Context: an optimization exercise on an open-source flow, tuned for small area and a short achievable clock period. The choices shown serve that exercise and are no tape-out recipe.
Function was checked by simulation only, so behaviour that the tests miss may differ from the original.
Power and IR drop assume default switching activity. No driver is modelled on the clock port, so clocking that relies on it looks cheaper here than on a real chip.

## v19
==> flow/design.v (excerpt) <==
module jmb_9x9_filter #(
  parameter integer pixel_width = 8,
  parameter integer image_width = 64
) (
  input  wire valid_in,
  input  wire ready_in,
  input  wire clock,
  input  wire reset_n,
  input  wire [pixel_width-1:0] data_in,
  output wire valid_out,
  output wire ready_out,
  output wire [pixel_width-1:0] data_out
);
  wire xfer = valid_in & ready_in;
  wire ld = xfer & reset_n;
  wire hd = ~xfer & reset_n;
  reg valid_out_r, ready_out_r;
  always @(posedge clock) begin
    valid_out_r <= reset_n & valid_in;
    ready_out_r <= reset_n & ready_in;
  end
  assign valid_out = valid_out_r;
  assign ready_out = ready_out_r;
  wire [pixel_width*72-1:0] taps;
  jmb_9x9_window #(.pixel_width(pixel_width)) window (
    .ld(ld), .hd(hd), .clock(clock), .data(~data_in), .taps(taps));
  wire [7:0] q0 = ~taps[0*8 +: 8];
  wire [7:0] q1 = ~taps[1*8 +: 8];
  wire [7:0] q2 = ~taps[2*8 +: 8];
  wire [7:0] q3 = ~taps[3*8 +: 8];
  wire [7:0] q4 = ~taps[4*8 +: 8];
  wire [7:0] q5 = ~taps[5*8 +: 8];
  wire [7:0] q62 = ~taps[6*8 +: 8];
  wire [7:0] q63 = ~taps[7*8 +: 8];
  wire [7:0] q64 = ~taps[8*8 +: 8];
  wire [7:0] q65 = ~taps[9*8 +: 8];
  wire [7:0] q66 = ~taps[10*8 +: 8];
  wire [7:0] q67 = ~taps[11*8 +: 8];
  wire [7:0] q68 = ~taps[12*8 +: 8];
  wire [7:0] q69 = ~taps[13*8 +: 8];
  wire [7:0] q70 = ~taps[14*8 +: 8];
  wire [7:0] q126 = ~taps[15*8 +: 8];
  wire [7:0] q127 = ~taps[16*8 +: 8];
  wire [7:0] q128 = ~taps[17*8 +: 8];
  wire [7:0] q129 = ~taps[18*8 +: 8];
  wire [7:0] q131 = ~taps[19*8 +: 8];
  wire [7:0] q132 = ~taps[20*8 +: 8];
  wire [7:0] q133 = ~taps[21*8 +: 8];
  wire [7:0] q134 = ~taps[22*8 +: 8];
  wire [7:0] q190 = ~taps[23*8 +: 8];
  wire [7:0] q191 = ~taps[24*8 +: 8];
  wire [7:0] q192 = ~taps[25*8 +: 8];
  wire [7:0] q193 = ~taps[26*8 +: 8];
  wire [7:0] q194 = ~taps[27*8 +: 8];
  wire [7:0] q195 = ~taps[28*8 +: 8];
  wire [7:0] q196 = ~taps[29*8 +: 8];
  wire [7:0] q197 = ~taps[30*8 +: 8];
  wire [7:0] q198 = ~taps[31*8 +: 8];
  ...
For scale: about 11000 cells after synthesis, ~4300 flip-flops, roughly 22 I/O pins, roughly 140000 um^2 of cells after synthesis.
==> flow/config.mk <==
export PLATFORM = sky130hd
export DESIGN_NAME = jmb_9x9_filter
export DESIGN_NICKNAME = jmb_9x9_filter
export VERILOG_FILES = /design/flow/design.v
export SDC_FILE = /design/flow/constraint.sdc
export NUM_CORES = 4
export LEC_CHECK = 0
export CAP_MARGIN = 20
export CORE_MARGIN = 2
export CORE_UTILIZATION = 55
export SLEW_MARGIN = 20
==> flow/constraint.sdc <==
create_clock -name core_clock -period 12.5 [get_ports {clock}]
set_input_delay 2.5000 -clock core_clock [delete_from_list [all_inputs] [get_ports {clock}]]
set_output_delay 2.5000 -clock core_clock [all_outputs]
set_load 0.01 [all_outputs]
standard.sh (not shown) runs the stock make flow with config.mk's settings and CLKGATE_MAP_FILE= SYNTH_SCRIPT=/design/flow/synth_recipe.tcl, a recipe that flattens the netlist after the stock synthesis.
==> flow/flow/run.sh <==
#!/bin/bash
# The standard layout (standard.sh: the standard flow's synthesis and ORFS flow, unchanged
# SDC) with these make-variable overrides:
#  - timing repair aims at a setup slack of 8.8 ns instead of 0,
#  - the buffers ABC put in are removed at floorplan (REMOVE_ABC_BUFFERS)
#    instead of running the pre-placement timing repair,
#  - port buffers are buf_4 (the default pick is a slow delay cell),
#  - CTS without dummy balancing loads, sinks clustered 30 per leaf buffer
#    within 60 um.
# make's full output goes to make_finish.log, each step's to orfs/logs/.
set -euo pipefail
bash standard.sh \
  SETUP_SLACK_MARGIN=8.8 \
  REMOVE_ABC_BUFFERS=1 \
  "BUFFER_PORTS_ARGS=-buffer_cell sky130_fd_sc_hd__buf_4" \
  "CTS_ARGS=-sink_clustering_enable -repair_clock_nets -dont_use_dummy_load -sink_clustering_size 30 -sink_clustering_max_diameter 60" \
  finish > make_finish.log 2>&1
Here is what was changed in the inputs of v43 compared with v19.
- CORE_UTILIZATION changed from 55 to 75
--- a/flow/flow/run.sh
+++ b/flow/flow/run.sh
@@ -7,5 +7,5 @@
 #  - port buffers are buf_4 (the default pick is a slow delay cell),
 #  - CTS without dummy balancing loads, sinks clustered 30 per leaf buffer
-#    within 60 um.
+#    within 80 um.
 # make's full output goes to make_finish.log, each step's to orfs/logs/.
 set -euo pipefail
@@ -14,4 +14,4 @@
   REMOVE_ABC_BUFFERS=1 \
   "BUFFER_PORTS_ARGS=-buffer_cell sky130_fd_sc_hd__buf_4" \
-  "CTS_ARGS=-sink_clustering_enable -repair_clock_nets -dont_use_dummy_load -sink_clustering_size 30 -sink_clustering_max_diameter 60" \
+  "CTS_ARGS=-sink_clustering_enable -repair_clock_nets -dont_use_dummy_load -sink_clustering_size 30 -sink_clustering_max_diameter 80" \
   finish > make_finish.log 2>&1
- Compared with v19, in v43 clock power fell about 14%; clock network power share now sits lower; antenna cell count now smaller; routed metal-1 wirelength -12 mm.
- Diff v19 -> v43: portion of the clock cycle consumed by the worst path in the final layout increased 0.42 points, worst setup slack decreased 0.053 ns, wire length decreased 0.41%, cell area decreased 2400 um^2, weighted congestion reported at the end of routability-driven placement increased 9.3%.
- For v43, the capture point of the worst path was data_out[4], unlike v19, where it was data_out[2].
## Diff of input files: v45 against v43
- a change of CORE_UTILIZATION from 75 to 65
Results
- v45 was carried through to the last stage, and its layout satisfied the timing, DRC and antenna checks.
- Against v43 as the reference, v45 delivers a higher area overhead of the layout relative to synthesis.
- In the flow results for v45 and v43, the part of the cycle the worst path needs is smaller on v45.
- data_out_r[0] as the critical path startpoint was reported by v45, and data_out_r[4] by v43.
- Between v45 and v43, it is v45 whose proportion of power drawn by the clock network is higher, by 0.3 points.
- Looking at total number of vias, v45 sits 0.97% lower than v43 does.
- The power in v45 was higher than what v43 gave.
- Of v45 and v43, the higher routed wire length belongs to v43.
For v12, these inputs were changed with respect to v45:
==> flow/flow/run.sh <==
#!/bin/bash
# The standard layout (standard.sh: the standard flow's synthesis and ORFS flow, unchanged
# SDC) with these make-variable overrides:
#  - timing repair aims at a setup slack of 9.0 ns instead of 0,
#  - the buffers ABC put in are removed at floorplan (REMOVE_ABC_BUFFERS)
#    instead of running the pre-placement timing repair,
#  - port buffers are buf_4 (the default pick is a slow delay cell),
#  - CTS without dummy balancing loads, sinks clustered 30 per leaf buffer
#    within 60 um.
# make's full output goes to make_finish.log, each step's to orfs/logs/.
set -euo pipefail
bash standard.sh \
  SETUP_SLACK_MARGIN=9.0 \
  REMOVE_ABC_BUFFERS=1 \
  "BUFFER_PORTS_ARGS=-buffer_cell sky130_fd_sc_hd__buf_4" \
  "CTS_ARGS=-sink_clustering_enable -repair_clock_nets -dont_use_dummy_load -sink_clustering_size 30 -sink_clustering_max_diameter 60" \
  finish > make_finish.log 2>&1
--- outcome ---
- As far as count of endpoints failing setup in the final report goes, v45 and v12 are indistinguishable; the numbers are identical.
- Sort v12 and v45 by sequential share of layout area, descending, and v45 comes first.
- Power attributed to combinational cells in v12 is 5.5% above v45.
--- input diff v12..v57 ---
- changing CORE_UTILIZATION from 65 to 70
==> flow/flow/run.sh <==
#!/bin/bash
# The standard layout (standard.sh: the standard flow's synthesis and ORFS flow, unchanged
# SDC) with these make-variable overrides:
#  - timing repair aims at a setup slack of 8.8 ns instead of 0,
#  - the buffers ABC put in are removed at floorplan (REMOVE_ABC_BUFFERS)
#    instead of running the pre-placement timing repair,
#  - port buffers are buf_4 (the default pick is a slow delay cell),
#  - CTS without dummy balancing loads, sinks clustered 30 per leaf buffer
#    within 80 um.
# make's full output goes to make_finish.log, each step's to orfs/logs/.
set -euo pipefail
bash standard.sh \
  SETUP_SLACK_MARGIN=8.8 \
  REMOVE_ABC_BUFFERS=1 \
  "BUFFER_PORTS_ARGS=-buffer_cell sky130_fd_sc_hd__buf_4" \
  "CTS_ARGS=-sink_clustering_enable -repair_clock_nets -dont_use_dummy_load -sink_clustering_size 30 -sink_clustering_max_diameter 80" \
  finish > make_finish.log 2>&1
### Flow results
In the reports for v57 and v12, the larger antenna diode count belongs to v57. Diff v57 and v12: final instance area lower in v57. Going from v12 to v57, via count shrinks by 0.96%. On total half-perimeter wirelength after legalization and detailed placement: v57 sits above v12. When v57 is set beside v12, its global-route wire length before repair turns out to be 6.1 mm smaller. From v12 to v57 the numbers moved as follows: synthesis-to-finish area growth lost 1.8 points, final critical path time including I/O delays and setup lost 0.074 ns. Summary of v57 over v12: share of cells above drive strength 1 has decreased, internal power fell by about 3%, global-route usage increased 1.1 points, fmax moved up.
### v57 -> v52
- swapping 70 for 65 in CORE_UTILIZATION
--- a/flow/flow/run.sh
+++ b/flow/flow/run.sh
@@ -7,5 +7,5 @@
 #  - port buffers are buf_4 (the default pick is a slow delay cell),
 #  - CTS without dummy balancing loads, sinks clustered 30 per leaf buffer
-#    within 80 um.
+#    within 60 um.
 # make's full output goes to make_finish.log, each step's to orfs/logs/.
 set -euo pipefail
@@ -14,4 +14,4 @@
   REMOVE_ABC_BUFFERS=1 \
   "BUFFER_PORTS_ARGS=-buffer_cell sky130_fd_sc_hd__buf_4" \
-  "CTS_ARGS=-sink_clustering_enable -repair_clock_nets -dont_use_dummy_load -sink_clustering_size 30 -sink_clustering_max_diameter 80" \
+  "CTS_ARGS=-sink_clustering_enable -repair_clock_nets -dont_use_dummy_load -sink_clustering_size 30 -sink_clustering_max_diameter 60" \
   finish > make_finish.log 2>&1
==> comparison <==
Looking at critical path startpoint, the data_out_r[5] result is from v52; the data_out_r[0] one comes from v57. Combinational power came out higher on v52 than on v57. v52 against v57; die extent in x is up by a few percent. Clock-buffer cell count on v52 is up relative to v57. Compared with v57, in v52 setup slack went down, total wire length after detailed routing saw an increase.

## separate check: timing with driven ports
Ports are ideal in the flow. The routed layouts listed here were re-timed in OpenROAD. Step 1 assumes that a clkbuf_16 drives the clock port and a buf_2 every other input. Step 2 adds t to the input delays and takes it off the output delays; t is the mean of the earliest and latest rising clock arrival at the registers after step 1. Input paths then give back, and output paths get back, about the clock's delay inside the block. Three values: no drivers, after step 1, after step 2; two values: the first two.
run	t (ns)	slack for setup (ns)	worst data-port slew with drivers (ns)
v19	0.940	8.646 / 8.554 / 7.817	0.11
v43	0.906	8.593 / 8.503 / 7.799	0.07
v45	0.910	8.637 / 8.550 / 7.936	0.05
v12	0.925	8.616 / 8.529 / 8.139	0.06
v57	0.905	8.689 / 8.601 / 7.868	0.15
v52	0.928	8.613 / 8.526 / 7.877	0.05
After both steps setup and hold are still met in every run listed. The setup slack of v19, which loses most, moves by -0.092 ns with the drivers and by -0.829 ns with both steps.
